Context: an optimization exercise on an open-source flow, tuned for small area, a short achievable clock period and few clock cycles per item. The choices shown serve that exercise and are no tape-out recipe.
No functional check of the RTL was part of any run shown here.
Power and IR drop assume default switching activity.

<file path="design/flow/constraint.sdc">
create_clock -name core_clock -period 6.0 [get_ports {CLK_IN}]
set_input_delay 1.2000 -clock core_clock [delete_from_list [all_inputs] [get_ports {CLK_IN}]]
set_output_delay 1.2000 -clock core_clock [all_outputs]
set_load 0.01 [all_outputs]
</file>
<file path="design/flow/flow/run.sh">
#!/bin/bash
# The standard layout (the standard.sh: unchanged synthesis, floorplan,
# placement, CTS, routing), with the port buffers that buffer_ports inserts
# made plain buffers instead of the default delay-cell buffers.
set -euo pipefail
export BUFFER_PORTS_ARGS="-buffer_cell sky130_fd_sc_hd__buf_2"
bash standard.sh > standard.log 2>&1
</file>
<file path="design/flow/config.mk">
export PLATFORM = sky130hd
export DESIGN_NAME = Microprocessor
export DESIGN_NICKNAME = Microprocessor
export VERILOG_FILES = /design/flow/design.v
export SDC_FILE = /design/flow/constraint.sdc
export NUM_CORES = 4
export LEC_CHECK = 0
export CAP_MARGIN = 20
export CORE_MARGIN = 2
export CORE_UTILIZATION = 40
export CTS_BUF_LIST = sky130_fd_sc_hd__clkbuf_8
export CTS_CLUSTER_DIAMETER = 50
export CTS_CLUSTER_SIZE = 18
export SETUP_SLACK_MARGIN = 2.5
export SLEW_MARGIN = 20
export SYNTH_HIERARCHICAL = 1
</file>
<file path="design/flow/design.v">
`timescale 1ns / 1ps
module Control(
    input [1:0] Opcode,
    output [7:0] CtrlSign
    );
	assign CtrlSign = (Opcode == 2'b00) ? 8'b11000001 :
					(Opcode == 2'b01) ? 8'b01101010 :
					(Opcode == 2'b10) ? 8'b00100100 :
					8'b00010000;
endmodule
`timescale 1ns / 1ps
module State_Control(
    input [1:0] State,
    output State_Reg_Write,
    output State_Memory,
    output State_PC
    );
	assign State_Memory = (State == 2'b00);
	assign State_Reg_Write = (State == 2'b01);
	assign State_PC = (State == 2'b10);
endmodule
`timescale 1ns / 1ps
module Freq_Div(
    input CLK_IN,
    input RST,
    output reg [1:0] State
    );
	always @(posedge CLK_IN or posedge RST) begin
		if(RST) begin
			State <= 2'b00;
		end else begin
			if(State == 2'b10) begin
				State <= 2'b00;
			end else begin
				State <= State + 2'b01;
			end
		end
	end
endmodule
`timescale 1ns / 1ps
module PC(
    input CLK,
    input RST,
    input Jump,
    input [7:0] Imm,
    output reg [7:0] PCout
    );
	always @(posedge CLK or posedge RST) begin
		if(RST) begin
			PCout <= 0;
		end else begin
			PCout <= PCout + 8'd1 + (Jump ? Imm : 8'd0);
		end
	end
endmodule
`timescale 1ns / 1ps
module MUX(
    input [3:0] S,
    input [7:0] A,
    input [7:0] B,
    input [7:0] C,
    input [7:0] D,
    output [7:0] Y
    );
	assign Y = ({8{S[0]}} & A) | ({8{S[1]}} & B) | ({8{S[2]}} & C) | ({8{S[3]}} & D);
endmodule
`timescale 1ns / 1ps
module Reg_Data_Select_Converter(
    input [3:0] IN,
    output [3:0] OUT
    );
	assign OUT[0] = IN[0] | (IN[3:1] == 3'b000);
	assign OUT[1] = ~IN[0] & IN[1];
	assign OUT[2] = ~IN[0] & ~IN[1] & IN[2];
	assign OUT[3] = ~IN[0] & ~IN[1] & ~IN[2] & IN[3];
endmodule
`timescale 1ns / 1ps
module Registers(
    input CLK,
    input RST,
    input [3:0] Read_Reg1,	 
    input [3:0] Read_Reg2,	 
    input [7:0] Mem_Low,
    input [7:0] Mem_High,
    input [7:0] Sum,
    input [3:0] Sel_Low,
    input [3:0] Sel_High,
    input [3:0] Sel_Sum,
    input [7:0] Result_Other,	 
    input [3:0] Result_Sel,	 
    output [7:0] Reg0,
    output [7:0] Reg1,
    output [7:0] Reg2,
    output [7:0] Reg3,
    output [7:0] Read_Data1,
    output [7:0] Read_Data2,
    output [1:0] Low0,
    output [1:0] Low1,
    output [1:0] Low2,
    output [1:0] Low3,
    output reg [7:0] Reg_Write_Data_Save
    );
	reg [7:0] register0;
	reg [7:0] register1;
	reg [7:0] register2;
	reg [7:0] register3;
	assign Low0 = register0[1:0];
	assign Low1 = register1[1:0];
	assign Low2 = register2[1:0];
	assign Low3 = register3[1:0];
	MUX RM1(.S(Read_Reg1), .A(register0), .B(register1), .C(register2), .D(register3), .Y(Read_Data1));
	MUX RM2(.S(Read_Reg2), .A(register0), .B(register1), .C(register2), .D(register3), .Y(Read_Data2));
	assign Reg0 = register0;
	assign Reg1 = register1;
	assign Reg2 = register2;
	assign Reg3 = register3;
	wire [3:0] sl = Sel_Low & {4{~RST}};
	wire [3:0] sh = Sel_High & {4{~RST}};
	wire [3:0] ss = Sel_Sum & {4{~RST}};
	wire [3:0] hold = ~(Sel_Low | Sel_High | Sel_Sum) & {4{~RST}};
	wire [3:0] rsel = Result_Sel & {4{~RST}};
	wire [7:0] n0, n1, n2, n3, nr;
	ALU W0(.S({hold[0], ss[0], sh[0], sl[0]}), .A(Mem_Low), .B(Mem_High), .C(Sum), .D(register0), .Y(n0));
	ALU W1(.S({hold[1], ss[1], sh[1], sl[1]}), .A(Mem_Low), .B(Mem_High), .C(Sum), .D(register1), .Y(n1));
	ALU W2(.S({hold[2], ss[2], sh[2], sl[2]}), .A(Mem_Low), .B(Mem_High), .C(Sum), .D(register2), .Y(n2));
	ALU W3(.S({hold[3], ss[3], sh[3], sl[3]}), .A(Mem_Low), .B(Mem_High), .C(Sum), .D(register3), .Y(n3));
	ALU WR(.S(rsel), .A(Mem_Low), .B(Mem_High), .C(Sum), .D(Result_Other), .Y(nr));
	always @(posedge CLK) begin
		register0 <= n0;
		register1 <= n1;
		register2 <= n2;
		register3 <= n3;
		Reg_Write_Data_Save <= nr;
	end
endmodule
`timescale 1ns / 1ps
module ALU(
    input [3:0] S,
    input [7:0] A,
    input [7:0] B,
    input [7:0] C,
    input [7:0] D,
    output [7:0] Y
    );
	assign Y = ({8{S[0]}} & A) | ({8{S[1]}} & B) | ({8{S[2]}} & C) | ({8{S[3]}} & D);
endmodule
`timescale 1ns / 1ps
module v8_to_5_Compressor(
    input [1:0] R0,
    input [1:0] R1,
    input [1:0] R2,
    input [1:0] R3,
    input [3:0] rs,		 
    input [3:0] imm,	 
    output [3:0] Line
    );
	wire [3:0] L0 = 4'b0001 << R0;
	wire [3:0] L1 = 4'b0001 << R1;
	wire [3:0] L2 = 4'b0001 << R2;
	wire [3:0] L3 = 4'b0001 << R3;
	wire [3:0] L = ({4{rs[0]}} & L0) | ({4{rs[1]}} & L1) | ({4{rs[2]}} & L2) | ({4{rs[3]}} & L3);
	assign Line = ({4{imm[0]}} & L) | ({4{imm[1]}} & {L[2:0], L[3]}) |
	              ({4{imm[2]}} & {L[1:0], L[3:2]}) | ({4{imm[3]}} & {L[0], L[3:1]});
endmodule
`timescale 1ns / 1ps
module Data_Memory(
    input CLK,
    input RST,
    input [3:0] Low,		 
    input [4:2] Address,	 
    input [7:0] Write_Data,
    input MemWrite,
    output [7:0] Read_Low,	 
    output [7:0] Read_High	 
    );
	reg [255:0] mem;
	wire [7:0] wd_lo = Write_Data & {8{~RST}};
	wire [7:0] wd_hi = Write_Data | {8{RST}};
	wire [7:0] High = 8'b00000001 << Address[4:2];
	genvar i;
	generate
		for(i = 0; i < 32; i = i + 1) begin : word
			wire [7:0] init = (i < 16) ? i : (16 - i);
			wire       en   = RST | (MemWrite & Low[i % 4] & High[i / 4]);
			always @(posedge CLK) begin
				if(en) begin
					mem[8*i +: 8] <= (init & wd_hi) | (~init & wd_lo);
				end
			end
		end
	endgenerate
	wire [3:0] s32 = 4'b0001 << Address[3:2];
	wire [7:0] l1 [0:7];
	generate
		for(i = 0; i < 8; i = i + 1) begin : lev1
			MUX M(.S(Low), .A(mem[32*i +: 8]), .B(mem[32*i+8 +: 8]),
				.C(mem[32*i+16 +: 8]), .D(mem[32*i+24 +: 8]), .Y(l1[i]));
		end
	endgenerate
	MUX M2A(.S(s32), .A(l1[0]), .B(l1[1]), .C(l1[2]), .D(l1[3]), .Y(Read_Low));
	MUX M2B(.S(s32), .A(l1[4]), .B(l1[5]), .C(l1[6]), .D(l1[7]), .Y(Read_High));
endmodule
`timescale 1ns / 1ps
module Sign_Extend(
    input [1:0] IN,
    output [7:0] OUT
    );
	assign OUT = (IN[1] == 1) ? 8'b11111100 + IN : 8'b00000000 + IN;
endmodule
module v7_Segment(input [3:0] hex, output [6:0] seg); wire [3:0] h = hex;
assign seg[0] = ~((~h[3] & ~h[2] & ~h[1] & h[0]) | (~h[3] & h[2] & ~h[1] & ~h[0]) | (h[3] & ~h[2] & h[1] & h[0]) | (h[3] & h[2] & ~h[1] & h[0]));
assign seg[1] = ~((~h[3] & h[2] & ~h[1] & h[0]) | (h[3] & h[2] & ~h[0]) | (h[3] & h[1] & h[0]) | (h[2] & h[1] & ~h[0]));
assign seg[2] = ~((~h[3] & ~h[2] & h[1] & ~h[0]) | (h[3] & h[2] & h[1]) | (h[3] & h[2] & ~h[0]));
assign seg[3] = ~((~h[3] & ~h[2] & ~h[1] & h[0]) | (~h[3] & h[2] & ~h[1] & ~h[0]) | (h[3] & ~h[2] & h[1] & ~h[0]) | (h[2] & h[1] & h[0]));
assign seg[4] = ~((~h[3] & h[2] & ~h[1]) | (~h[3] & h[0]) | (~h[2] & ~h[1] & h[0]));
assign seg[5] = ~((~h[3] & ~h[2] & h[1]) | (~h[3] & ~h[2] & h[0]) | (~h[3] & h[1] & h[0]) | (h[3] & h[2] & ~h[1] & h[0]));
assign seg[6] = ~((~h[3] & ~h[2] & ~h[1]) | (~h[3] & h[2] & h[1] & h[0]) | (h[3] & h[2] & ~h[1] & ~h[0]));
endmodule
`timescale 1ns / 1ps
module Microprocessor(
    input [7:0] Instruction,
    input CLK_IN,
    input RST,
	input [3:0] SEL_REG,
    output [7:0] Read_Address,	 
    output [6:0] SEG1,   
	output [6:0] SEG2,	 
	output [6:0] SEG3,   
	output [6:0] SEG4,	 
	output [6:0] SEG5,   
	output [6:0] SEG6	 
    );
	wire [1:0] op = Instruction[7:6];
	wire [1:0] rs = Instruction[5:4];
	wire [1:0] rt = Instruction[3:2];
	wire [1:0] rd = Instruction[1:0];
	wire [7:0] Imm;
	wire [7:0] Read_Data1, Read_Data2;
	wire [7:0] Reg0, Reg1, Reg2, Reg3;
	wire [7:0] Reg_Write_Data_Save;
	wire [3:0] Reg_Data_Select;
	assign Imm = {{6{Instruction[1]}}, Instruction[1:0]};
	function [6:0] seg7(input [3:0] h);
		begin
		seg7[0] = ~((~h[3] & ~h[2] & ~h[1] & h[0]) | (~h[3] & h[2] & ~h[1] & ~h[0]) | (h[3] & ~h[2] & h[1] & h[0]) | (h[3] & h[2] & ~h[1] & h[0]));
		seg7[1] = ~((~h[3] & h[2] & ~h[1] & h[0]) | (h[3] & h[2] & ~h[0]) | (h[3] & h[1] & h[0]) | (h[2] & h[1] & ~h[0]));
		seg7[2] = ~((~h[3] & ~h[2] & h[1] & ~h[0]) | (h[3] & h[2] & h[1]) | (h[3] & h[2] & ~h[0]));
		seg7[3] = ~((~h[3] & ~h[2] & ~h[1] & h[0]) | (~h[3] & h[2] & ~h[1] & ~h[0]) | (h[3] & ~h[2] & h[1] & ~h[0]) | (h[2] & h[1] & h[0]));
		seg7[4] = ~((~h[3] & h[2] & ~h[1]) | (~h[3] & h[0]) | (~h[2] & ~h[1] & h[0]));
		seg7[5] = ~((~h[3] & ~h[2] & h[1]) | (~h[3] & ~h[2] & h[0]) | (~h[3] & h[1] & h[0]) | (h[3] & h[2] & ~h[1] & h[0]));
		seg7[6] = ~((~h[3] & ~h[2] & ~h[1]) | (~h[3] & h[2] & h[1] & h[0]) | (h[3] & h[2] & ~h[1] & ~h[0]));
		end
	endfunction
	wire is_load  = (op == 2'b01);
	wire is_store = (op == 2'b10);
	wire is_jump  = (op == 2'b11);
	wire [7:0] Sum  = Read_Data1 + Read_Data2;	 
	wire [7:0] Addr = Read_Data1 + Imm;		 
	wire [3:0] rs1 = 4'b0001 << rs;
	wire [3:0] rt1 = 4'b0001 << rt;
	wire [3:0] rd1 = 4'b0001 << rd;
	wire [3:0] im1 = 4'b0001 << Instruction[1:0];
	PC P1(.CLK(CLK_IN), .RST(RST), .Jump(is_jump), .Imm(Imm), .PCout(Read_Address));
	Reg_Data_Select_Converter RDSC1(.IN(SEL_REG), .OUT(Reg_Data_Select));
	wire [1:0] Low0, Low1, Low2, Low3;
	wire [3:0] Low;
	v8_to_5_Compressor COMP1(.R0(Low0), .R1(Low1), .R2(Low2), .R3(Low3),
				.rs(rs1), .imm(im1), .Line(Low));
	wire [7:0] Mem_Low, Mem_High;
	Data_Memory D1(.CLK(CLK_IN), .RST(RST), .Low(Low), .Address(Addr[4:2]),
				.Write_Data(Read_Data2), .MemWrite(is_store),
				.Read_Low(Mem_Low), .Read_High(Mem_High));
	wire is_add = (op == 2'b00);
	wire [3:0] ld = {4{is_load}} & rt1;
	wire [3:0] Sel_Low  = ld & {4{~Addr[4]}};
	wire [3:0] Sel_High = ld & {4{Addr[4]}};
	wire [3:0] Sel_Sum  = {4{is_add}} & rd1;
	wire [3:0] Result_Sel = {is_store, op[1] == op[0], is_load & Addr[4], is_load & ~Addr[4]};
	Registers R1(.CLK(CLK_IN), .RST(RST), .Read_Reg1(rs1), .Read_Reg2(rt1),
				.Mem_Low(Mem_Low), .Mem_High(Mem_High), .Sum(Sum),
				.Sel_Low(Sel_Low), .Sel_High(Sel_High), .Sel_Sum(Sel_Sum),
				.Result_Other(Addr), .Result_Sel(Result_Sel),
				.Reg0(Reg0), .Reg1(Reg1), .Reg2(Reg2), .Reg3(Reg3), .Read_Data1(Read_Data1), .Read_Data2(Read_Data2),
				.Low0(Low0), .Low1(Low1), .Low2(Low2), .Low3(Low3),
				.Reg_Write_Data_Save(Reg_Write_Data_Save));
	assign SEG1 = seg7(Reg_Write_Data_Save[7:4]);
	assign SEG2 = seg7(Reg_Write_Data_Save[3:0]);
	assign SEG3 = seg7(Read_Address[7:4]);
	assign SEG4 = seg7(Read_Address[3:0]);
	wire [6:0] h0 = seg7(Reg0[7:4]), h1 = seg7(Reg1[7:4]), h2 = seg7(Reg2[7:4]), h3 = seg7(Reg3[7:4]);
	wire [6:0] l0 = seg7(Reg0[3:0]), l1 = seg7(Reg1[3:0]), l2 = seg7(Reg2[3:0]), l3 = seg7(Reg3[3:0]);
	wire [3:0] p = Reg_Data_Select;
	assign SEG5 = ({7{p[0]}} & h0) | ({7{p[1]}} & h1) | ({7{p[2]}} & h2) | ({7{p[3]}} & h3);
	assign SEG6 = ({7{p[0]}} & l0) | ({7{p[1]}} & l1) | ({7{p[2]}} & l2) | ({7{p[3]}} & l3);
endmodule
</file>
<file path="design/flow/standard.sh">
#!/bin/bash
# synth_recipe.tcl (not shown) runs the flow's synth.tcl, then flattens the netlist and writes it again
# the make line also repeats each setting of config.mk as NAME=value (left out here)
make -C /OpenROAD-flow-scripts/flow DESIGN_CONFIG=/design/flow/config.mk WORK_HOME=/design/flow/orfs CLKGATE_MAP_FILE= SYNTH_SCRIPT=/design/flow/synth_recipe.tcl "${@:-finish}"
</file>
==> results of run 1 <==
## state kept, by name, indices dropped and copies added, names as in the netlist
name and count:
D1.mem 256, P1.PCout 8, R1.Reg_Write_Data_Save 8, R1.register0 8, R1.register1 8, R1.register2 8, R1.register3 8
## metal layers
layer / part of all wire, % / routed length (µm)
met1: 42 / 22290
met2: 47 / 24540
met3: 7.2 / 3773
met4: 3.7 / 1937
met5: 0 / 0
## cell usage in the layout, fill, tap and decap left out, types with 9 or more instances in the layout
cell / synthesis / routed
sky130_fd_sc_hd__nand2_1: 190 / 166
sky130_fd_sc_hd__a31oi_1: 16 / 16
sky130_fd_sc_hd__a21oi_1: 44 / 42
sky130_fd_sc_hd__clkbuf_8: 0 / 29
sky130_fd_sc_hd__o211ai_1: 13 / 13
sky130_fd_sc_hd__o21bai_1: 42 / 10
sky130_fd_sc_hd__nor2b_1: 43 / 26
sky130_fd_sc_hd__nand2b_1: 35 / 31
sky130_fd_sc_hd__dfxtp_1: 40 / 16
sky130_fd_sc_hd__o41ai_4: 0 / 12
sky130_fd_sc_hd__o21ai_0: 53 / 50
sky130_fd_sc_hd__buf_12: 0 / 35
sky130_fd_sc_hd__dfxtp_2: 0 / 23
sky130_fd_sc_hd__nor2b_4: 1 / 11
sky130_fd_sc_hd__ha_1: 25 / 20
sky130_fd_sc_hd__edfxtp_1: 256 / 256
sky130_fd_sc_hd__xnor2_1: 18 / 15
sky130_fd_sc_hd__o21bai_4: 0 / 32
sky130_fd_sc_hd__a22oi_2: 102 / 143
sky130_fd_sc_hd__nand4_1: 9 / 9
sky130_fd_sc_hd__nor2_1: 44 / 37
sky130_fd_sc_hd__o221ai_1: 16 / 13
sky130_fd_sc_hd__buf_2: 16 / 56
sky130_fd_sc_hd__nand2_2: 0 / 22
sky130_fd_sc_hd__nor2b_2: 0 / 10
sky130_fd_sc_hd__nand3b_1: 9 / 9
sky130_fd_sc_hd__buf_4: 9 / 85
sky130_fd_sc_hd__nor3_1: 16 / 13
sky130_fd_sc_hd__buf_6: 71 / 13
sky130_fd_sc_hd__nand3_1: 24 / 19
sky130_fd_sc_hd__inv_1: 44 / 37
sky130_fd_sc_hd__a22oi_1: 181 / 140
## path summary, 6_finish.rpt
path	from	to	slack (ps)	cells past startpoint
max in group asynchronous	RST	P1.PCout[1]	4660	2
min reg2reg	R1.register1[6]	R1.register1[6]	660	2
max reg2reg	R1.register1[1]	R1.Reg_Write_Data_Save[6]	2580	11
max	SEL_REG[0]	SEG5[4]	2390	6
min in group asynchronous	RST	P1.PCout[5]	1080	2
min	R1.register1[6]	R1.register1[6]	660	2
## final cells by class
| cell class | instances | area [µm²] |
|---|---|---|
| clock buffer | 29 | 399.1 |
| clock inverter | 25 | 332.8 |
| fill | 3603 | 21120 |
| inverter | 44 | 183.9 |
| multi-input combinational | 1032 | 8745 |
| sequential | 304 | 8721 |
| tap | 539 | 674.4 |
| timing repair buffer | 195 | 1861 |
## Yosys stat by module, one instance, submodules excluded
module                     flops+latches  area (µm²)  cells inside  times used
PC                                     8       560.5            57           1
Data_Memory                          256        8164           329           1
Registers                             40        1041            70           1
v8_to_5_Compressor                     0       289.0            37           1
Microprocessor                         0        3181           532           1
ALU                                    0       225.2            28           5
Reg_Data_Select_Converter              0       40.04             5           1
MUX                                    0       225.2            28          12
## tightest hold or removal path, stage by stage (launching register included)
cell and delay, ps:
sky130_fd_sc_hd__dfxtp_2 420, sky130_fd_sc_hd__a22oi_2 150, sky130_fd_sc_hd__nand2_1 60
## stage by stage
| stage | hold WS, ps | area [µm²] | setup slack, ps |
|---|---|---|---|
| 2_1_floorplan | 482.8 | 17600 | 2318 |
| 4_1_cts | 683.7 | 19670 | 2320 |
| 3_3_place_gp | 753.4 | 17730 | 1119 |
| 5_1_grt | 693.3 | 20920 | 2343 |
| 3_5_place_dp | 758.6 | 17730 | 989.8 |
| 6_report | 657.2 | 20920 | 2393 |
## logic make-up (layout without fill, tap and decap cells)
logic type | count (synthesis) | count (layout) | share of synthesized area [%]
AO/OA/AOI/OAI | 520 | 522 | 24.59
AND/OR/NAND/NOR | 452 | 455 | 13.71
flip-flops | 304 | 304 | 50.80
buffers and inverters | 175 | 293 | 7.301
adder cells (fa/ha/maj) | 28 | 28 | 2.180
XOR/XNOR | 22 | 22 | 1.127
multiplexers | 5 | 5 | 0.2926
## where the power goes
group          leakage, µW  total, µW  internal (µW)  switching, µW
clock             0.000358       1510            680            833
combinational      0.00426       1320            552            771
sequential         0.00300       2590           2430            162
## repair_timing
action | in CTS | in global routing
setup buffers | 53 | 55
endpoints found under the setup margin | 310 | 308
cloned | 4 | 2
pin swaps | 40 | 62
gates resized for setup | 96 | 167
==> impl_summary.log, run 1 <==
[metrics] run status: complete, no violations
[metrics] Syn Nets: 1,548
[metrics] cell at the slowest stage of the critical path: sky130_fd_sc_hd__or4_1
[metrics] overflow left after global routing: 0
[metrics] detailed router's first-iteration violation count: 1,326
[metrics] cells taking the most area after synthesis: sky130_fd_sc_hd__edfxtp_1 45%, sky130_fd_sc_hd__a22oi_1 7.9%, sky130_fd_sc_hd__a22oi_2 7.5%
[metrics] Top-Level Pins: 64
[metrics] PD cells: 259.3 nW/µm²
[metrics] first-pass GRT wire length: 76,630 µm
[metrics] Worst Path Max Fanout: 5
[metrics] final RePlAce weighted congestion: about 0.9
[metrics] number of failing setup endpoints in the final timing report: 0
[metrics] final routed wirelength across all metal layers: between 50,000 and 60,000 µm
[metrics] routed wire length per instance: between 20 and 25 µm
[metrics] number of cells in the finished layout apart from fillers: approximately 2.2k
[metrics] signed area change from the synthesized netlist to the final layout: 22.29%
[metrics] via count of the first global-routing pass: 12.25k
[metrics] Die Y-Extent: around 210 µm
[metrics] die width: 210.8 µm
[metrics] Yosys top cell area share: around 45%
[metrics] CTS Sinks: ~300
[metrics] cell leakage power: ~0.0076 µW
[metrics] global-route usage over all layers: between 20% and 30%
[metrics] leading post-synthesis cells by instance count: 256 x sky130_fd_sc_hd__edfxtp_1, 190 x sky130_fd_sc_hd__nand2_1, 181 x sky130_fd_sc_hd__a22oi_1
[metrics] unrepaired setup endpoints after global routing: true
[metrics] path category of the worst min-delay check: reg2reg
[metrics] HPWL Detailed: roughly 33,000 µm
[metrics] starting utilization of the core area: 40.68%
[metrics] total negative slack: 0 ps
[metrics] share of layout cells above drive strength 1: a little over a third
[metrics] count of placed standard cells including taps: approximately 2k
[metrics] DR pass1 iterations: 5
[metrics] most frequent cell after synthesis: sky130_fd_sc_hd__edfxtp_1
[metrics] post-layout power: 5424 µW
[metrics] count of cell types in the netlist: 68
[metrics] count of maximum capacitance violations: 0
[metrics] met1 capacity usage during global routing: between 30 and 40%
[metrics] total count of hold-check failures in the final report: 0
[metrics] number of antenna violations at the first check in global routing: 0
[metrics] M3 GR Usage: 3.182%
[metrics] CTS tree: built
[metrics] post-synthesis register bit count: roughly 300
[metrics] Req. time, crit path: around 4800 ps
[metrics] worst slew margin relative to its limit: between 20% and 30%
[metrics] post-layout net count: between 1.5k and 2k
[metrics] root buffer cell: sky130_fd_sc_hd__clkbuf_8
[metrics] CTS max path bufs: 3
[metrics] number of routed nets with antenna violations: 0
[metrics] fraction of synthesis flops using an asynchronous set or reset pin: approximately 2.6%
[metrics] area of the die: between 40,000 and 50,000 µm²
[metrics] number of synthesis warnings: 10
[metrics] largest voltage drop on the vdd net: 0.0001748 V
[metrics] Crit. End Element: output port
[metrics] via density per instance: slightly above 6
[metrics] CP max stage delay: approximately 550 ps
[metrics] netlist area before placement: around 17,000 µm²
[metrics] Clock Skew: around 25 ps
[metrics] Core Area: roughly 42,000 µm²
[metrics] top cell type by total area after synthesis: sky130_fd_sc_hd__edfxtp_1
[metrics] total count of max-transition violations in the final report: 0
[metrics] worst endpoint data arrival time: around 2400 ps
[metrics] crit path kind: in2out
[metrics] Bufs and invs on worst path: 2
[metrics] number of standard-cell rows in the floorplan: 75
[metrics] fraction of the cycle the final worst path needs: approximately 60%
[metrics] number of DRC violations after detailed routing: 0
[metrics] Max Clock Freq: between 200 and 300 MHz
[metrics] synthesized netlist cell count: 1,506
[metrics] Hold-fix buffers, CTS: 0
[metrics] element type at the critical path start: primary input
[metrics] met2 Track Usage GR: around 36%
[metrics] Most used DFF post-synth: sky130_fd_sc_hd__edfxtp_1
[metrics] input/output buffers: between 60 and 70
[metrics] number of enable-type register cells in the synthesized netlist: approximately 260
[metrics] fraction of the yosys area taken by sequential cells: between 50% and 60%
[metrics] detailed-route via count: approximately 13k
[metrics] final core utilization: between 40% and 50%
[metrics] minimum clock period: about 3600 ps
[metrics] Max H-tree Level: 1
[metrics] dominant delay contributor by cell family on the critical path: simple AND/OR/NAND/NOR gates
[metrics] antenna cells: 0
[metrics] GRT Max-Usage Layer: met2
[metrics] transition time at the pin with the least slew margin: roughly 1100 ps
[metrics] Clock Latency Late Sink: 600 ps
[metrics] pin count of the biggest net entering global routing: 67
[metrics] clock input transition at the sequential cells of the worst setup and hold paths: 90 ps
[metrics] average size of a mapped cell: 11.36 µm²
[metrics] number of buffers created by CTS: 29
[metrics] critical-path cell list: buf_12 -> or2_4 -> o21ai_2 -> a21oi_1 -> or4_1 -> buf_2
==> run 2, diff against run 1 <==
--- a/design/flow/config.mk
+++ b/design/flow/config.mk
@@ -11,6 +11,6 @@
 export CTS_BUF_LIST = sky130_fd_sc_hd__clkbuf_8
 export CTS_CLUSTER_DIAMETER = 50
 export CTS_CLUSTER_SIZE = 18
-export SETUP_SLACK_MARGIN = 2.5
+export SETUP_SLACK_MARGIN = 2.2
 export SLEW_MARGIN = 20
 export SYNTH_HIERARCHICAL = 1
==> run 2 against run 1 <==
  * Still clean on timing, DRC and antenna
  * Critical path depth is 7 higher
  * Synthesized cell count stayed put
  * Maximum frequency is 4.6% lower
  * Clock power is 9% lower
  * Worst setup slack worse by 170 ps
  * Total power is 5.2% lower
  * Register-to-register slack worse by 210 ps
  * Cell count is 3.3% lower
  * Clock skew is 6.3 ps higher
  * Area after synthesis stayed put
  * Sequential share of layout area is 4.2 points higher
  * Combinational power is 11% lower
==> impl_summary.log, run 2 <==
[metrics] run status: complete, no violations
[metrics] total count of max-transition violations in the final report: 0
[metrics] Req. time, crit path: between 6000 and 7000 ps
[metrics] final routed wirelength across all metal layers: between 40,000 and 50,000 µm
[metrics] via density per instance: just over 6
[metrics] CTS Sinks: slightly above 300
[metrics] leading cell type in the layout, fill and taps excluded: sky130_fd_sc_hd__edfxtp_1
[metrics] count of maximum capacitance violations: 0
[metrics] global-route usage over all layers: a little over a fifth
[metrics] Max Clock Freq: approximately 260 MHz
[metrics] CP max stage delay: approximately 740 ps
[metrics] routed wire length per instance: around 23 µm
[metrics] number of DRC violations after detailed routing: 0
[metrics] Syn Nets: 1,548
[metrics] leading post-synthesis cells by instance count: 256 x sky130_fd_sc_hd__edfxtp_1, 190 x sky130_fd_sc_hd__nand2_1, 181 x sky130_fd_sc_hd__a22oi_1
[metrics] post-synthesis register bit count: ~300
[metrics] top cell type by total area after synthesis: sky130_fd_sc_hd__edfxtp_1
[metrics] critical-path cell list: buf_2 -> nor2b_4 -> nor3b_2 -> o41ai_4 -> o2111ai_4 -> buf_12 -> buf_12 -> a22oi_1 -> nand2_1 -> a22oi_1 -> nand2_1 -> a22oi_1 -> nand2_1
[metrics] Reg with most FFs: D1.mem
[metrics] worst slew margin relative to its limit: about 34%
[metrics] average size of a mapped cell: about 11 µm²
[metrics] minimum hold slack: roughly 720 ps
[metrics] number of buffers created by CTS: 27
[metrics] number of synthesis warnings: 10
[metrics] antenna cells: 0
[metrics] reg-to-reg startpoint: R1.register2[1]
[metrics] number of cell instances on the worst register-to-register path: 11
[metrics] die width: 210.8 µm
[metrics] Levels on crit path: 13
[metrics] Reg2Reg Capture Point: R1.register2[2]
[metrics] Worst Path Max Fanout: 32
[metrics] Clock Skew: ~30 ps
[metrics] combinational family with the most area after synthesis: compound AO/OA/AOI/OAI gates
[metrics] minimum clock period: about 3800 ps
[metrics] Clock Latency Late Sink: 630 ps
[metrics] synthesized-area fraction occupied by ao, oa, aoi and oai cells: approximately a quarter
[metrics] HPWL Detailed: about 32,000 µm
[metrics] Crit. End Element: flop
[metrics] number of antenna violations at the first check in global routing: 0
[metrics] multiplexer fraction of the synthesized cell area: less than 1%
[metrics] PD cells: approximately 270 nW/µm²
[metrics] signed area change from the synthesized netlist to the final layout: 10.72%
[metrics] detailed-route via count: about 13k
[metrics] Yosys top cell area share: around 45%
[metrics] root buffer cell: sky130_fd_sc_hd__clkbuf_8
[metrics] endpoint of the most critical setup path: R1.register2[2]
[metrics] Critical Path Start: Instruction[4]
[metrics] fraction of the cycle the final worst path needs: 63.02%
[metrics] max FFs per register: 256
[metrics] element type at the critical path start: primary input
[metrics] unrepaired setup endpoints after global routing: true
[metrics] Core Area: around 42,000 µm²
[metrics] slack of the worst reg-to-reg path: ~2400 ps
[metrics] input/output buffers: 63
[metrics] total negative slack: 0 ps
[metrics] synthesized netlist cell count: about 1.5k
[metrics] number of failing setup endpoints in the final timing report: 0
[metrics] starting utilization of the core area: 40.68%
[metrics] total count of hold-check failures in the final report: 0
[metrics] detailed router's first-iteration violation count: between 1.5k and 2k
[metrics] worst endpoint data arrival time: between 4000 and 5000 ps
[metrics] fraction of synthesis flops using an asynchronous set or reset pin: approximately 2.6%
[metrics] overflow left after global routing: 0
[metrics] cell at the slowest stage of the critical path: sky130_fd_sc_hd__o41ai_4
[metrics] first-pass GRT wire length: ~74,000 µm
[metrics] Die Y-Extent: 210.8 µm
[metrics] cell leakage power: around 0.0069 µW
[metrics] share of layout cells above drive strength 1: roughly 25%
[metrics] post-layout net count: between 1.5k and 2k
[metrics] via count of the first global-routing pass: 11.84k
[metrics] number of routed nets with antenna violations: 0
[metrics] fraction of the yosys area taken by sequential cells: 50.80%
[metrics] count of cell types in the netlist: 68
[metrics] area share of and/or/nand/nor cells after synthesis: 13.71%
[metrics] Bufs and invs on worst path: 3
[metrics] netlist area before placement: ~17,000 µm²
[metrics] number of standard-cell rows in the floorplan: 75
[metrics] final RePlAce weighted congestion: between 0.8 and 0.9
[metrics] Max H-tree Level: 1
[metrics] DR pass1 iterations: 7
[metrics] CTS tree: built
[metrics] CTS max path bufs: 3
[metrics] clock input transition at the sequential cells of the worst setup and hold paths: around 100 ps
[metrics] dominant delay contributor by cell family on the critical path: compound AO/OA/AOI/OAI gates
[metrics] most frequent cells in the layout: 256 x sky130_fd_sc_hd__edfxtp_1, 186 x sky130_fd_sc_hd__nand2_1, 181 x sky130_fd_sc_hd__a22oi_1
[metrics] Most used DFF post-synth: sky130_fd_sc_hd__edfxtp_1
[metrics] pin count of the biggest net entering global routing: 70
[metrics] number of enable-type register cells in the synthesized netlist: roughly 260
[metrics] xor and xnor fraction of the mapped netlist area: ~1.1%
[metrics] transition time at the pin with the least slew margin: about 990 ps
[metrics] final core utilization: 45.05%
[metrics] crit path kind: in2reg
[metrics] area of the die: roughly 44,000 µm²
[metrics] largest voltage drop on the vdd net: roughly 0.00018 V
[metrics] most frequent cell after synthesis: sky130_fd_sc_hd__edfxtp_1
[metrics] Hold-fix buffers, CTS: 0
[metrics] cells taking the most area after synthesis: sky130_fd_sc_hd__edfxtp_1 45%, sky130_fd_sc_hd__a22oi_1 7.9%, sky130_fd_sc_hd__a22oi_2 7.5%
[metrics] synthesized-area fraction occupied by adder cells: 2.180%
[metrics] path category of the worst min-delay check: reg2reg
[metrics] Top-Level Pins: 64
## run 2: changes by cell type in the layout (fill, tap and decap cells not counted), sizes merged
cell,before,now
bufinv,4,3
inv,46,50
buf,194,131
nor2b,47,45
clkinvlp,7,4
clkbuf,30,29
clkinv,12,6
## run 2: worst min path at each step
stage | endpoint | depth (start not counted) | startpoint
floorplan | R1.register1[7] | 2 | R1.register1[7]
global placement | R1.register0[3] | 2 | R1.register0[3]
detailed placement | R1.register0[3] | 2 | R1.register0[3]
CTS | R1.register0[3] | 2 | R1.register0[3]
global route | R1.register1[0] | 2 | R1.register1[0]
finish | R1.register1[0] | 2 | R1.register1[0]
## run 2: metrics by stage
step / cell area, µm² / total power [µW] / worst slack [ps] / cells
final: 18940 / 5140 / 2219 / 2096
after detailed placement: 17490 / 3728 / 747.0 / 2014
after global placement: 17490 / 3705 / 917.3 / 2014
after floorplan: 17190 / 3388 / 2137 / 1506
after global routing: 18940 / 5352 / 2137 / 2096
after CTS: 18720 / 5136 / 2164 / 2085
## run 2: final cells by class
type	instances	area (µm²)
fillers	3867	23100
flip-flops and latches	304	8690
multi-input cells	1030	7815
repair buffers	131	957.2
well taps	539	674.4
clock buffers	29	399.1
clock inverters	19	222.7
inverters	44	180.2
## run 2: repair_timing
| item | CTS | global route |
|---|---|---|
| pin swaps | 3 | 6 |
| setup endpoints to repair | 308 | 225 |
| gates resized for setup | 67 | 25 |
| gates cloned | 3 | 0 |
| buffers inserted | 20 | 11 |
## run 2: power by group
group | total [µW] | leakage (µW) | internal (µW) | switching (µW)
Combinational | 1180 | 0.00362 | 465 | 720
Sequential | 2580 | 0.00299 | 2430 | 156
Clock | 1370 | 0.000325 | 611 | 763
## run 2: worst register-to-register path, stage by stage, from the launching register on
cell	delay (ps)
sky130_fd_sc_hd__dfxtp_1	800
sky130_fd_sc_hd__nor3b_2	230
sky130_fd_sc_hd__o41ai_4	680
sky130_fd_sc_hd__o2111ai_4	290
sky130_fd_sc_hd__buf_12	220
sky130_fd_sc_hd__buf_12	170
sky130_fd_sc_hd__a22oi_1	190
sky130_fd_sc_hd__nand2_1	130
sky130_fd_sc_hd__a22oi_1	280
sky130_fd_sc_hd__nand2_1	230
sky130_fd_sc_hd__a22oi_1	230
sky130_fd_sc_hd__nand2_1	80
## run 2: logic make-up after synthesis
logic type	Yosys count
AOI/OAI and AO/OA	520
and+or+nand+nor	452
DFF	304
buffers and inverters	175
adders and majority gates	28
xor gates and xnor gates	22
muxes	5
## run 2: routing by layer
| layer | vias up | part of all wire, % | global-route usage, % |
|---|---|---|---|
| met1 | 6362 | 43 | 31.30 |
| met3 | 86 | 7.7 | 3.048 |
| met5 | - | 0 | 0 |
| met2 | 527 | 46 | 34.44 |
| met4 | 0 | 2.7 | 5.998 |
| li1 | 5818 | - | - |
## run 2: Yosys stat by module (local to each module, per instance)
module,flip-flops and latches,cells inside
ALU,0,28
Microprocessor,0,532
Registers,40,70
MUX,0,28
Data_Memory,256,329
Reg_Data_Select_Converter,0,5
PC,8,57
v8_to_5_Compressor,0,37
==> run 3, diff against run 2 <==
==> design/flow/flow/run.sh (replaced) <==
#!/bin/bash
# The standard layout (standard.sh), with the standard synthesis run
# unchanged first. The layout steps then run with:
#  - plain buffers (buf_2) on the ports instead of delay-cell buffers,
#  - timing repair allowed to change a cell's footprint (sky130hd's
#    config.mk restricts the floorplan and CTS repairs to same-footprint
#    swaps).
set -euo pipefail
bash standard.sh synth > synth.log 2>&1
bash standard.sh "BUFFER_PORTS_ARGS=-buffer_cell sky130_fd_sc_hd__buf_2" MATCH_CELL_FOOTPRINT=0 finish > layout.log 2>&1
--- a/design/flow/config.mk
+++ b/design/flow/config.mk
@@ -11,6 +11,5 @@
 export CTS_BUF_LIST = sky130_fd_sc_hd__clkbuf_8
 export CTS_CLUSTER_DIAMETER = 50
 export CTS_CLUSTER_SIZE = 18
-export SETUP_SLACK_MARGIN = 2.2
+export SETUP_SLACK_MARGIN = 2.4
 export SLEW_MARGIN = 20
-export SYNTH_HIERARCHICAL = 1
==> run 3 against run 2 <==
  * Highest routed layer unchanged
  * First-iteration DRC count rose by 9.9%
  * Largest cell class unchanged
  * Global-route usage rose by 1.8 points
  * Critical path depth fell by 2
  * Count of clock-buffer cells in the layout fell by 1
==> impl_summary.log, run 3 <==
[metrics] run status: complete, no violations
[metrics] area share of and/or/nand/nor cells after synthesis: 11.12%
[metrics] number of routed nets with antenna violations: 0
[metrics] Clock Latency Late Sink: approximately 580 ps
[metrics] most frequent cell after synthesis: sky130_fd_sc_hd__edfxtp_1
[metrics] Max Clock Freq: approximately 280 MHz
[metrics] Reg2Reg Capture Point: R1.register2[7]
[metrics] final RePlAce weighted congestion: about 0.91
[metrics] count of maximum capacitance violations: 0
[metrics] DR pass1 iterations: 5
[metrics] synthesized netlist cell count: 1,366
[metrics] number of antenna violations at the first check in global routing: 2
[metrics] largest voltage drop on the vdd net: between 0.0001 and 0.00015 V
[metrics] Syn Nets: roughly 1.4k
[metrics] Top-Level Pins: between 60 and 70
[metrics] number of cell instances on the worst register-to-register path: 11
[metrics] input/output buffers: 63
[metrics] detailed-route via count: around 12k
[metrics] share of layout cells above drive strength 1: approximately a quarter
[metrics] number of buffers created by CTS: 26
[metrics] Req. time, crit path: ~6500 ps
[metrics] Yosys top cell area share: between 40% and 50%
[metrics] max FFs per register: around 260
[metrics] average size of a mapped cell: between 10 and 15 µm²
[metrics] Core Area: 38,560 µm²
[metrics] element type at the critical path start: primary input
[metrics] PD cells: between 200 and 300 nW/µm²
[metrics] top routing layer in use: met4
[metrics] synthesized-area fraction occupied by ao, oa, aoi and oai cells: between 20% and 30%
[metrics] count of cell types in the netlist: roughly 60
[metrics] fraction of the yosys area taken by sequential cells: 55.79%
[metrics] number of failing setup endpoints in the final timing report: 0
[metrics] post-synthesis register bit count: ~300
[metrics] pin count of the biggest net entering global routing: 36
[metrics] Worst Path Max Fanout: 11
[metrics] crit path kind: in2reg
[metrics] Reg with most FFs: D1.mem
[metrics] worst slew margin relative to its limit: between 15 and 20%
[metrics] transition time at the pin with the least slew margin: 1195 ps
[metrics] top cell type by total area after synthesis: sky130_fd_sc_hd__edfxtp_1
[metrics] CTS tree: built
[metrics] netlist area before placement: between 15,000 and 20,000 µm²
[metrics] total negative slack: 0 ps
[metrics] global-route usage over all layers: 23.59%
[metrics] fillcell total: between 3k and 4k
[metrics] path category of the worst min-delay check: reg2reg
[metrics] routed length on met3: ~4700 µm
[metrics] sequential cell area: 8710 µm²
[metrics] minimum hold slack: ~600 ps
[metrics] number of synthesis warnings: 4
[metrics] via count of the first global-routing pass: between 10k and 15k
[metrics] overflow left after global routing: 0
[metrics] slack of the worst reg-to-reg path: 2450 ps
[metrics] most frequent cells in the layout: 256 x sky130_fd_sc_hd__edfxtp_1, 118 x sky130_fd_sc_hd__a22oi_1, 110 x sky130_fd_sc_hd__nand2_1
[metrics] area of the die: between 40,000 and 50,000 µm²
[metrics] number of enable-type register cells in the synthesized netlist: roughly 260
[metrics] unrepaired setup endpoints after global routing: true
[metrics] reg-to-reg startpoint: R1.register0[1]
[metrics] worst endpoint data arrival time: 4110 ps
[metrics] signed area change from the synthesized netlist to the final layout: 18.39%
[metrics] routed wire length per instance: around 25 µm
[metrics] Clock Skew: between 15 and 20 ps
[metrics] cell leakage power: 0.006343 µW
[metrics] number of DRC violations after detailed routing: 0
[metrics] leading post-synthesis cells by instance count: 256 x sky130_fd_sc_hd__edfxtp_1, 150 x sky130_fd_sc_hd__nand2_1, 120 x sky130_fd_sc_hd__a22oi_1
[metrics] fraction of the cycle the final worst path needs: 60.56%
[metrics] area used by multi-input combinational logic: about 7200 µm²
[metrics] root buffer cell: sky130_fd_sc_hd__clkbuf_8
[metrics] worst min-delay path endpoint: R1.register2[7]
[metrics] clock input transition at the sequential cells of the worst setup and hold paths: 100 ps
[metrics] leading cell type in the layout, fill and taps excluded: sky130_fd_sc_hd__edfxtp_1
[metrics] Die Y-Extent: ~200 µm
[metrics] minimum clock period: 3634 ps
[metrics] M1 wire length: 20,500 µm
[metrics] starting utilization of the core area: between 40 and 50%
[metrics] total count of max-transition violations in the final report: 0
[metrics] Max H-tree Level: 1
[metrics] fraction of synthesis flops using an asynchronous set or reset pin: about 2.6%
[metrics] HPWL Detailed: 30,630 µm
[metrics] cells taking the most area after synthesis: sky130_fd_sc_hd__edfxtp_1 49%, sky130_fd_sc_hd__a22oi_1 5.8%, sky130_fd_sc_hd__dfxtp_1 5.1%
[metrics] die width: about 200 µm
[metrics] xor and xnor fraction of the mapped netlist area: roughly 1.7%
[metrics] Worst Hold Launch: R1.register2[7]
[metrics] detailed router's first-iteration violation count: roughly 1.7k
[metrics] synthesized-area fraction occupied by adder cells: around 2.5%
[metrics] multiplexer fraction of the synthesized cell area: 3.744%
[metrics] CTS max path bufs: 3
[metrics] CTS Sinks: 304
[metrics] combinational family with the most area after synthesis: compound AO/OA/AOI/OAI gates
[metrics] number of standard-cell rows in the floorplan: between 70 and 80
[metrics] via density per instance: roughly 6.3
[metrics] met2 WL: between 20,000 and 25,000 µm
[metrics] first-pass GRT wire length: ~73,000 µm
[metrics] worst hold path stage count: 2
[metrics] post-layout net count: around 1.5k
[metrics] final routed wirelength across all metal layers: between 40,000 and 50,000 µm
[metrics] Crit. End Element: flop
[metrics] total count of hold-check failures in the final report: 0
[metrics] Most used DFF post-synth: sky130_fd_sc_hd__edfxtp_1
run 3: per-stage QoR:
stage               setup WS [ps]  cell area (µm²)  total power, µW  utilization, %  cells
global route                 2336            18430             5414           47.81   1970
detailed placement          951.4            16460             3745           42.70   1853
global placement             1028            16460             3726           42.69   1852
finish                       2366            18440             5206           47.82   1971
floorplan                    2260            15910             3382               -   1366
CTS                          2365            17810             5112           46.20   1941
run 3: where the power goes:
part	internal (µW)	leakage, µW	switching, µW
Clock	554	0.000301	751
Sequential	2440	0.00300	173
Combinational	535	0.00304	755
Total	3530	0.00634	1680
run 3: layer usage:
| metal | global-route usage, % | vias to the layer above |
|---|---|---|
| met3 | 3.401 | 98 |
| met5 | 0 | - |
| met4 | 6.696 | 0 |
| li1 | - | 5495 |
| met2 | 37.89 | 715 |
| met1 | 33.44 | 6127 |
run 3: logic make-up after synthesis:
logic type | count (synthesis)
AOI/OAI and AO/OA | 474
xor gates and xnor gates | 30
adders and majority gates | 29
buffers and inverters | 148
DFF | 304
muxes | 29
and+or+nand+nor | 352
run 3: layout make-up:
cell class | count | area share [%]
clock buffers | 28 | 2.090
flip-flops and latches | 304 | 47.24
inverters | 40 | 0.8348
well taps | 518 | 3.515
multi-input cells | 921 | 39.04
repair buffers | 141 | 6.155
clock inverters | 18 | 1.106
diodes | 1 | 0.01357
run 3: timing repair:
| item | CTS | global route |
|---|---|---|
| resized for setup | 66 | 84 |
| gates cloned | 9 | 2 |
| buffers inserted | 33 | 27 |
| setup endpoints to repair | 307 | 205 |
| pin swaps | 10 | 25 |
| hold buffers | 0 | 0 |
run 3: worst max path at each step:
stage,startpoint,endpoint,slack [ps],cells after the start
floorplan,Instruction[4],R1.register0[7],2260,9
global placement,Instruction[4],R1.register0[7],1030,9
CTS,SEL_REG[0],SEG6[0],2360,7
global route,SEL_REG[2],SEG6[4],2340,7
detailed placement,Instruction[4],R1.Reg_Write_Data_Save[2],950,9
finish,Instruction[4],R1.register2[0],2370,11
run 3: worst max-delay path, stage by stage:
cell                       delay (ps)
sky130_fd_sc_hd__buf_16           110
sky130_fd_sc_hd__mux4_2           530
sky130_fd_sc_hd__ha_1             470
sky130_fd_sc_hd__a21oi_4          130
sky130_fd_sc_hd__xnor2_4          400
sky130_fd_sc_hd__nand2b_4         210
sky130_fd_sc_hd__buf_4            210
sky130_fd_sc_hd__a21oi_1          420
sky130_fd_sc_hd__nor4_4            50
sky130_fd_sc_hd__buf_4            180
sky130_fd_sc_hd__o221ai_1         170
==> run 4, diff against run 3 <==
--- a/design/flow/design.v
+++ b/design/flow/design.v
@@ -80,6 +80,7 @@
     input RST,
     input [3:0] Read_Reg1,	 
     input [3:0] Read_Reg2,	 
+	input [3:0] Reg_Data_Select,	 
     input [7:0] Mem_Low,
     input [7:0] Mem_High,
     input [7:0] Sum,
@@ -88,10 +89,7 @@
     input [3:0] Sel_Sum,
     input [7:0] Result_Other,	 
     input [3:0] Result_Sel,	 
-    output [7:0] Reg0,
-    output [7:0] Reg1,
-    output [7:0] Reg2,
-    output [7:0] Reg3,
+	output [7:0] Reg_Data,
     output [7:0] Read_Data1,
     output [7:0] Read_Data2,
     output [1:0] Low0,
@@ -110,10 +108,7 @@
 	assign Low3 = register3[1:0];
 	MUX RM1(.S(Read_Reg1), .A(register0), .B(register1), .C(register2), .D(register3), .Y(Read_Data1));
 	MUX RM2(.S(Read_Reg2), .A(register0), .B(register1), .C(register2), .D(register3), .Y(Read_Data2));
-	assign Reg0 = register0;
-	assign Reg1 = register1;
-	assign Reg2 = register2;
-	assign Reg3 = register3;
+	MUX RM3(.S(Reg_Data_Select), .A(register0), .B(register1), .C(register2), .D(register3), .Y(Reg_Data));
 	wire [3:0] sl = Sel_Low & {4{~RST}};
 	wire [3:0] sh = Sel_High & {4{~RST}};
 	wire [3:0] ss = Sel_Sum & {4{~RST}};
@@ -236,7 +231,7 @@
 	wire [1:0] rd = Instruction[1:0];
 	wire [7:0] Imm;
 	wire [7:0] Read_Data1, Read_Data2;
-	wire [7:0] Reg0, Reg1, Reg2, Reg3;
+	wire [7:0] Reg_Data;
 	wire [7:0] Reg_Write_Data_Save;
 	wire [3:0] Reg_Data_Select;
 	assign Imm = {{6{Instruction[1]}}, Instruction[1:0]};
@@ -277,19 +272,17 @@
 	wire [3:0] Sel_Sum  = {4{is_add}} & rd1;
 	wire [3:0] Result_Sel = {is_store, op[1] == op[0], is_load & Addr[4], is_load & ~Addr[4]};
 	Registers R1(.CLK(CLK_IN), .RST(RST), .Read_Reg1(rs1), .Read_Reg2(rt1),
+				.Reg_Data_Select(Reg_Data_Select),
 				.Mem_Low(Mem_Low), .Mem_High(Mem_High), .Sum(Sum),
 				.Sel_Low(Sel_Low), .Sel_High(Sel_High), .Sel_Sum(Sel_Sum),
 				.Result_Other(Addr), .Result_Sel(Result_Sel),
-				.Reg0(Reg0), .Reg1(Reg1), .Reg2(Reg2), .Reg3(Reg3), .Read_Data1(Read_Data1), .Read_Data2(Read_Data2),
+				.Reg_Data(Reg_Data), .Read_Data1(Read_Data1), .Read_Data2(Read_Data2),
 				.Low0(Low0), .Low1(Low1), .Low2(Low2), .Low3(Low3),
 				.Reg_Write_Data_Save(Reg_Write_Data_Save));
 	assign SEG1 = seg7(Reg_Write_Data_Save[7:4]);
 	assign SEG2 = seg7(Reg_Write_Data_Save[3:0]);
 	assign SEG3 = seg7(Read_Address[7:4]);
 	assign SEG4 = seg7(Read_Address[3:0]);
-	wire [6:0] h0 = seg7(Reg0[7:4]), h1 = seg7(Reg1[7:4]), h2 = seg7(Reg2[7:4]), h3 = seg7(Reg3[7:4]);
-	wire [6:0] l0 = seg7(Reg0[3:0]), l1 = seg7(Reg1[3:0]), l2 = seg7(Reg2[3:0]), l3 = seg7(Reg3[3:0]);
-	wire [3:0] p = Reg_Data_Select;
-	assign SEG5 = ({7{p[0]}} & h0) | ({7{p[1]}} & h1) | ({7{p[2]}} & h2) | ({7{p[3]}} & h3);
-	assign SEG6 = ({7{p[0]}} & l0) | ({7{p[1]}} & l1) | ({7{p[2]}} & l2) | ({7{p[3]}} & l3);
-endmodule
+	assign SEG5 = seg7(Reg_Data[7:4]);
+	assign SEG6 = seg7(Reg_Data[3:0]);
+endmodule
==> design/flow/flow/run.sh (replaced) <==
#!/bin/bash
# The standard layout (the standard.sh: unchanged synthesis, floorplan,
# placement, CTS, routing), with the port buffers that buffer_ports inserts
# made plain buffers instead of the default delay-cell buffers.
set -euo pipefail
export BUFFER_PORTS_ARGS="-buffer_cell sky130_fd_sc_hd__buf_2"
bash standard.sh > standard.log 2>&1
--- a/design/flow/config.mk
+++ b/design/flow/config.mk
@@ -11,5 +11,5 @@
 export CTS_BUF_LIST = sky130_fd_sc_hd__clkbuf_8
 export CTS_CLUSTER_DIAMETER = 50
 export CTS_CLUSTER_SIZE = 18
-export SETUP_SLACK_MARGIN = 2.4
+export SETUP_SLACK_MARGIN = 2
 export SLEW_MARGIN = 20
==> run 4 against run 3 <==
  * Still clean on timing, DRC and antenna
  * Clock skew grew 1.8 ps
  * Total power down 1.3%
  * Synthesized cell count down 16%
  * First-iteration DRC count down 33%
  * Critical endpoint is now SEG6[2]
  * Largest cell class unchanged
==> impl_summary.log, run 4 <==
[metrics] CTS tree: built
[metrics] input/output buffers: 63
[metrics] Core Area: approximately 36,000 µm²
[metrics] Reg2Reg Capture Point: R1.Reg_Write_Data_Save[7]
[metrics] Most used DFF post-synth: sky130_fd_sc_hd__edfxtp_1
[metrics] DR pass1 iterations: 6
[metrics] Syn Nets: about 1.2k
[metrics] post-synthesis register bit count: around 300
[metrics] Req. time, crit path: roughly 4800 ps
[metrics] Top-Level Pins: 64
[metrics] Crit. End Element: output port
[metrics] worst endpoint data arrival time: approximately 2800 ps
[metrics] root buffer cell: sky130_fd_sc_hd__clkbuf_8
[metrics] total count of hold-check failures in the final report: 0
[metrics] max FFs per register: between 200 and 300
[metrics] signed area change from the synthesized netlist to the final layout: 16.16%
[metrics] CTS max path bufs: 3
[metrics] relative contribution of the clock network to total power: around 28%
[metrics] number of standard-cell rows in the floorplan: 69
[metrics] minimum clock period: approximately 4000 ps
[metrics] clock input transition at the sequential cells of the worst setup and hold paths: roughly 90 ps
[metrics] netlist area before placement: around 14,000 µm²
[metrics] synthesized netlist cell count: approximately 1.2k
[metrics] pin count of the biggest net entering global routing: 37
[metrics] Die Y-Extent: around 190 µm
[metrics] most frequent cells in the layout: 256 x sky130_fd_sc_hd__edfxtp_1, 116 x sky130_fd_sc_hd__a22oi_1, 90 x sky130_fd_sc_hd__nand2_1
[metrics] PD cells: around 300 nW/µm²
[metrics] endpoint of the most critical setup path: SEG6[2]
[metrics] largest voltage drop on the vdd net: around 0.00025 V
[metrics] routed wire length per instance: between 20 and 25 µm
[metrics] number of synthesis warnings: 4
[metrics] CP max stage delay: approximately 300 ps
[metrics] final RePlAce weighted congestion: ~0.92
[metrics] global-route usage over all layers: 21.55%
[metrics] Max H-tree Level: 1
[metrics] dominant delay contributor by cell family on the critical path: compound AO/OA/AOI/OAI gates
[metrics] Worst Path Max Fanout: 8
[metrics] leading cell type in the layout, fill and taps excluded: sky130_fd_sc_hd__edfxtp_1
[metrics] total negative slack: 0 ps
[metrics] element type at the critical path start: primary input
[metrics] slack of the worst reg-to-reg path: 2310 ps
[metrics] Clock Skew: between 20 and 25 ps
[metrics] Critical Path Start: SEL_REG[2]
[metrics] fraction of the cycle the final worst path needs: ~67%
[metrics] number of enable-type register cells in the synthesized netlist: 256
[metrics] Hold-fix buffers, CTS: 0
[metrics] number of DRC violations after detailed routing: 0
[metrics] share of layout cells above drive strength 1: between 20% and 30%
[metrics] number of failing setup endpoints in the final timing report: 0
[metrics] worst slew margin relative to its limit: 30.32%
[metrics] internal power of the cells: 3503 µW
[metrics] CTS Sinks: approximately 300
[metrics] detailed router's first-iteration violation count: ~1.1k
[metrics] detailed-route via count: approximately 11k
[metrics] reg-to-reg startpoint: R1.register2[0]
[metrics] average size of a mapped cell: approximately 13 µm²
[metrics] relative contribution of sequential cells to total power: about 50%
[metrics] run status: complete, no violations
[metrics] minimum hold slack: between 500 and 600 ps
[metrics] switching component of the power: 1637 µW
[metrics] cell leakage power: just under 0.006 µW
[metrics] cell at the slowest stage of the critical path: sky130_fd_sc_hd__o21ai_4
[metrics] overflow left after global routing: 0
[metrics] power share of the combinational group: a little over a fifth
[metrics] area of the die: around 38,000 µm²
[metrics] via density per instance: 6.155
[metrics] fraction of the yosys area taken by sequential cells: between 60% and 70%
[metrics] number of routed nets with antenna violations: 0
[metrics] cells taking the most area after synthesis: sky130_fd_sc_hd__edfxtp_1 53%, sky130_fd_sc_hd__a22oi_1 6.5%, sky130_fd_sc_hd__dfxtp_1 5.6%
[metrics] leading post-synthesis cells by instance count: 256 x sky130_fd_sc_hd__edfxtp_1, 124 x sky130_fd_sc_hd__a22oi_1, 120 x sky130_fd_sc_hd__nand2_1
[metrics] via count of the first global-routing pass: about 10k
[metrics] most frequent cell after synthesis: sky130_fd_sc_hd__edfxtp_1
[metrics] number of buffers created by CTS: 29
[metrics] die width: around 190 µm
[metrics] number of antenna violations at the first check in global routing: 2
[metrics] number of cell instances on the worst register-to-register path: 10
[metrics] switching part of the total: a little under a third
[metrics] Bufs and invs on worst path: 5
[metrics] transition time at the pin with the least slew margin: roughly 1000 ps
[metrics] first-pass GRT wire length: between 60,000 and 70,000 µm
[metrics] Max Clock Freq: roughly 250 MHz
[metrics] Levels on crit path: 10
[metrics] Reg with most FFs: D1.mem
[metrics] path category of the worst min-delay check: reg2reg
[metrics] antenna cells: 0
[metrics] Worst path most repeated cell: sky130_fd_sc_hd__buf_6
[metrics] final routed wirelength across all metal layers: roughly 42,000 µm
[metrics] Clock Latency Late Sink: about 600 ps
[metrics] total count of max-transition violations in the final report: 0
[metrics] fraction of synthesis flops using an asynchronous set or reset pin: around 2.6%
[metrics] critical-path cell list: buf_8 -> nor3b_4 -> buf_6 -> a22oi_1 -> o21ai_4 -> buf_6 -> buf_4 -> a211oi_1 -> a31oi_1 -> buf_2
[metrics] count of cell types in the netlist: 56
[metrics] Worst Hold Launch: R1.register3[7]
[metrics] unrepaired setup endpoints after global routing: true
[metrics] count of maximum capacitance violations: 0
[metrics] Yosys top cell area share: between 50 and 60%
[metrics] crit path kind: in2out
[metrics] starting utilization of the core area: 40.56%
[metrics] HPWL Detailed: 27,080 µm
[metrics] top cell type by total area after synthesis: sky130_fd_sc_hd__edfxtp_1
[metrics] post-layout net count: approximately 1.3k
-- run 4: area by class of cell --
class	instances	area, µm²
clock inverters	23	259.0
fillers	3169	18810
inverters	28	107.6
well taps	461	576.8
repair buffers	129	888.4
multi-input cells	745	5813
flip-flops and latches	304	8688
clock buffers	31	426.7
-- run 4: per-layer routing --
layer  GRT usage [%]  vias up  share of wire, %
met1           29.67     5311                42
met3           3.688       81               7.0
met4           6.846        0               3.2
li1                -     4742                 -
met2           34.93      458                48
met5               0        -                 0
-- run 4: timing repair --
action                                  4_1_cts  5_1_grt
cloned                                        2        1
hold endpoints to repair                      0        0
setup buffers                                25       22
pin swaps                                     9       24
gates resized for setup                      37       62
endpoints found under the setup margin      115      293
-- run 4: how the worst min path moves through the flow --
stage	end	cells after the start
after floorplan	R1.register0[7]	2
after global placement	R1.register0[7]	2
after detailed placement	R1.register3[7]	2
after CTS	R1.register0[7]	2
after global routing	R1.register3[7]	2
final	R1.register3[7]	2
-- run 4: power by group through the flow --
stage                     clock (µW)  combinational [µW]  sequential, µW
after global routing            1520                1230            2620
final                           1430                1120            2590
after CTS                       1440                1090            2590
after detailed placement           0                1040            2630
after floorplan                    0                 766            2550
after global placement             0                1030            2630
-- run 4: cell families (layout without fill, tap and decap cells) --
kind of cell / after synthesis / after routing / share of synthesized area (%)
flip-flops: 304 / 304 / 60.22
XOR/XNOR: 26 / 26 / 1.578
buffers and inverters: 105 / 211 / 2.957
multiplexers: 26 / 28 / 3.807
AND/OR/NAND/NOR: 271 / 272 / 9.227
adder cells (fa/ha/maj): 28 / 28 / 2.584
AO/OA/AOI/OAI: 391 / 391 / 19.63
-- run 4: worst register-to-register path: stages, from the launching register on --
cell and delay [ps]:
sky130_fd_sc_hd__dfxtp_1 560, sky130_fd_sc_hd__mux4_2 330, sky130_fd_sc_hd__ha_1 170, sky130_fd_sc_hd__inv_1 60
sky130_fd_sc_hd__fa_1 430, sky130_fd_sc_hd__xnor2_1 600, sky130_fd_sc_hd__nand2b_1 190, sky130_fd_sc_hd__buf_4 300
sky130_fd_sc_hd__a21oi_1 200, sky130_fd_sc_hd__nor4_4 550, sky130_fd_sc_hd__o221ai_1 180
-- run 4: per-stage QoR --
step	area, µm²	setup slack, ps	utilization (%)	std cells	total power, µW
after global routing	16760	1898	47.12	1721	5373
final	16760	1999	47.12	1721	5140
after detailed placement	15260	1105	42.89	1617	3676
after CTS	16350	1918	45.98	1698	5116
after global placement	15260	1126	42.89	1617	3656
after floorplan	14580	1949	-	1151	3316

[what the ideal ports hide]
The flow's constraints put no driver on any port. The routed layouts listed below were extracted and timed again, unchanged, in two steps.
Step 1: set_driving_cell puts a clkbuf_16 on CLK_IN and a buf_2 on each other input, an assumption about the parent block.
Step 2 times the ports against the registers' clock, not the clock port: input delays grow and output delays shrink by t, the midpoint of the rising clock arrivals with the driver on.
a / b / c = ideal ports / drivers / drivers and shift; a / b = the first two.
| run | t, ns | setup WS [ns] | hold WS [ns] | worst setup path at the end | clock arrival spread, ns |
|---|---|---|---|---|---|
| run 1 | 0.641 | 2.393 / 2.320 / 1.853 | 0.657 / 0.657 / 0.657 | input to register | 0.026 / 0.027 |
| run 2 | 0.662 | 2.219 / 2.244 / 1.583 | 0.722 / 0.722 / 0.722 | input to register | 0.031 / 0.030 |
| run 3 | 0.619 | 2.366 / 2.305 / 1.687 | 0.608 / 0.608 / 0.608 | input to register | 0.027 / 0.027 |
| run 4 | 0.637 | 1.999 / 1.948 / 1.390 | 0.553 / 0.553 / 0.553 | input to register | 0.021 / 0.021 |
After both steps every run listed still meets setup and hold. The setup slack of run 3, which loses most, moves by -0.061 ns with the drivers and by -0.679 ns with both steps.
